This design comes from an exercise in tuning for a short achievable clock period and few clock cycles on the open sky130 flow, not from production work.
Only simulation tests tie the RTL to the original design; equivalence was not proved.

Setup of alpha:
Design mips_multi_cycle, start of the top module:
module mips_multi_cycle (rst, clk, memwrite, memread, adr, inst, writedata);
  input rst, clk;
  output [31:0] adr, writedata;
  input [31:0] inst;
  output memread, memwrite;
  localparam [5:0] OP_R = 6'h00, OP_J = 6'h02, OP_JAL = 6'h03, OP_BEQ = 6'h04, OP_JR = 6'h06,
                   OP_ADDI = 6'h09, OP_SLTI = 6'h0A, OP_LW = 6'h23, OP_SW = 6'h2B;
  reg [31:0] adr_q, wdata_q, pc_f;
  reg        memwrite_q, memread_q, mcyc;
  reg        mc_wh, mc_wl, mc_rs, mc_rt;        
  reg [31:1] wen;                               
  reg        m_lw;
  reg [4:0]  m_rt;
  reg        e_v;
  reg [31:0] e_a, e_b, e_sd, e_bt;
  reg        e_fa, e_fb, e_fsd;                   
  reg        e_add, e_sub, e_and, e_or, e_slt;    
  reg        e_lw, e_sw, e_beq, e_jr;
  reg        e_mem1, e_mem2;                      
  reg        e_rp;                                
  reg [31:0] e_pc;
  reg [4:0]  e_wr;
  reg [31:0] R;
  reg [4:0]  w_rd;
  reg [31:0] rf [1:31];
  localparam ICK = 4;
  localparam ICN = 1 << ICK;
  reg             ic_v   [0:ICN-1];
  reg [12:ICK+2]  ic_tag [0:ICN-1];
  reg [31:0]      ic_d   [0:ICN-1];
  reg             ic_fill;
  reg             icp_hit;
  reg [31:0]      icp_word;
  wire [31:0]     pc4_f   = pc_f + 32'd4;
  wire [ICK-1:0]  ic_idx  = pc_f[ICK+1:2];
  wire [ICK-1:0]  icn_idx = pc4_f[ICK+1:2];
  wire            icn_hit = ic_v[icn_idx] && (ic_tag[icn_idx] == pc4_f[12:ICK+2]) &&
                            (pc4_f[31:13] == 19'd0);
  wire            icc_hit = ic_v[ic_idx] && (ic_tag[ic_idx] == pc_f[12:ICK+2]) &&
                            (pc_f[31:13] == 19'd0);
  wire [31:0] fw = {mc_wh ? icp_word[31:16] : inst[31:16],
                    mc_wl ? icp_word[15:0] : inst[15:0]};
  ...
==> flow/config.mk <==
export PLATFORM = sky130hd
export DESIGN_NAME = mips_multi_cycle
export DESIGN_NICKNAME = mips_multi_cycle
export VERILOG_FILES = /design/flow/design.v
export SDC_FILE = /design/flow/constraint.sdc
export NUM_CORES = 4
export LEC_CHECK = 0
export ABC_CLOCK_PERIOD_IN_PS = 2500
export CAP_MARGIN = 40
export CORE_MARGIN = 2
export CORE_UTILIZATION = 35
export PLACE_DENSITY = 0.5
export SETUP_SLACK_MARGIN = 4.2
export SLEW_MARGIN = 40
export SYNTH_HIERARCHICAL = 1
==> flow/constraint.sdc <==
create_clock -name core_clock -period 7.5 [get_ports {clk}]
set_input_delay 1.5000 -clock core_clock [delete_from_list [all_inputs] [get_ports {clk}]]
set_output_delay 1.5000 -clock core_clock [all_outputs]
set_load 0.01 [all_outputs]
run.sh (not shown) runs the stock make flow with config.mk's settings and CLKGATE_MAP_FILE= SYNTH_SCRIPT=/design/flow/synth_recipe.tcl, a recipe that flattens the netlist after the stock synthesis.
Testbench counts of alpha, summed over its fixed seeds: cycles 63,068.
Input-level comparison between beta and alpha:
--- a/flow/design.v
+++ b/flow/design.v
@@ -217,35 +217,37 @@
   wire [4:0] e_wr_alu = (e_go && !e_lw) ? e_wr : 5'd0;    
   wire [4:0] e_wr_ld  = (e_go &&  e_lw) ? e_wr : 5'd0;    
   wire fE_rs = (e_wr_alu != 5'd0) && (e_wr_alu == f_rs);
   wire fE_rt = (e_wr_alu != 5'd0) && (e_wr_alu == f_rt);
   wire lu_rs = (e_wr_ld != 5'd0) && (e_wr_ld == f_rs);
   wire lu_rt = (e_wr_ld != 5'd0) && (e_wr_ld == f_rt);
   wire fW_rs = (w_rd != 5'd0) && (w_rd == f_rs);
   wire fW_rt = (w_rd != 5'd0) && (w_rd == f_rt);
   wire fM_rs = m_lw && (m_rt != 5'd0) && (m_rt == f_rs);
   wire fM_rt = m_lw && (m_rt != 5'd0) && (m_rt == f_rt);
-  wire [4:0] r_rs = mc_rs ? icp_word[25:21] : inst[25:21];
-  wire [4:0] r_rt = mc_rt ? icp_word[20:16] : inst[20:16];
-  wire [31:0] rf_rs, rf_rt;
+  wire [31:0] rfi_rs, rfi_rt, rfc_rs, rfc_rt;
   genvar gb, gr;
   generate
     for (gb = 0; gb < 32; gb = gb + 1) begin : rd
       wire [31:0] col;                  
       assign col[0] = 1'b0;
       for (gr = 1; gr < 32; gr = gr + 1) begin : c
         assign col[gr] = rf[gr][gb];
       end
-      mux32 RS (col, r_rs, rf_rs[gb]);
-      mux32 RT (col, r_rt, rf_rt[gb]);
+      mux32 IRS (col, inst[25:21], rfi_rs[gb]);
+      mux32 IRT (col, inst[20:16], rfi_rt[gb]);
+      mux32 CRS (col, icp_word[25:21], rfc_rs[gb]);
+      mux32 CRT (col, icp_word[20:16], rfc_rt[gb]);
     end
   endgenerate
+  wire [31:0] rf_rs = mc_rs ? rfc_rs : rfi_rs;
+  wire [31:0] rf_rt = mc_rt ? rfc_rt : rfi_rt;
   wire        a_rf = !f_isJAL && !fW_rs && !fM_rs;
   wire        b_rf = !f_isJAL && !f_imm && !fW_rt && !fM_rt;
   wire        s_rf = !fW_rt && !fM_rt;
   wire [31:0] a_other = f_isJAL ? pc4_f : fW_rs ? R : inst;
   wire [31:0] b_other = f_isJAL ? 32'd0 : f_imm ? f_sext : fW_rt ? R : inst;
   wire [31:0] s_other = fW_rt ? R : inst;
   wire [31:0] r31_val = (w_rd == 5'd31) ? R : (m_lw && m_rt == 5'd31) ? inst : rf[31];
   wire f_jr31 = f_isJR && (f_rs == 5'd31) && !fE_rs;
   wire f_lu = (lu_rs && f_use_rs) || (lu_rt && (f_use_rtb || f_isSW));
   wire [31:0] opA = e_fa ? R : e_a;
Results
beta ends up with a global routing usage summed across all routing layers that is 0.95 points higher than in alpha.
For alpha, the cell type of the slowest stage on the worst timing path was sky130_fd_sc_hd__dfxtp_4, unlike beta, where it was sky130_fd_sc_hd__o21ai_0.
On fmax, alpha tracks beta almost exactly.
As far as sequential cell count goes, alpha and beta are indistinguishable; the numbers are identical.
Going from alpha to beta, weighted congestion at the end of routability-driven global placement held; count of buffers not belonging to the clock network in the layout went up 115; die area went up by 45000 um2.
The start point of the critical path comes out e_fb in one run and inst[29] in the other, namely in alpha and beta respectively.
beta vs alpha, type of the worst setup path: in2reg vs reg2reg
Testbench counts of beta, summed over its fixed seeds: cycles 63,068.

-- what the ideal ports hide --
Ports are ideal in the flow. The routed layouts listed here were re-timed in OpenROAD. Step 1 assumes that a clkbuf_16 drives the clock port and a buf_2 every other input. Step 2 moves the port delays by t, midway between the first and last clock arrival at a register: inputs arrive t later, outputs are due t later. That takes back most of the time a late clock gives input paths. Slacks: no drivers / after step 1 / after step 2; pairs: no drivers / after step 1.
| run | t, ns | setup WS [ns] | worst hold slack (ns) | worst setup path at the end | cell pins on the clock port's net |
|---|---|---|---|---|---|
| alpha | 0.992 | 4.126 / 4.123 / 3.131 | 0.449 / 0.449 / 0.449 | input to register | 1 |
| beta | 1.050 | 4.133 / 3.950 / 2.900 | 0.407 / 0.407 / 0.407 | input to register | 1 |
After both steps setup and hold are still met in every run listed. The setup slack of beta, which loses most, moves by -0.183 ns with the drivers and by -1.233 ns with both steps.
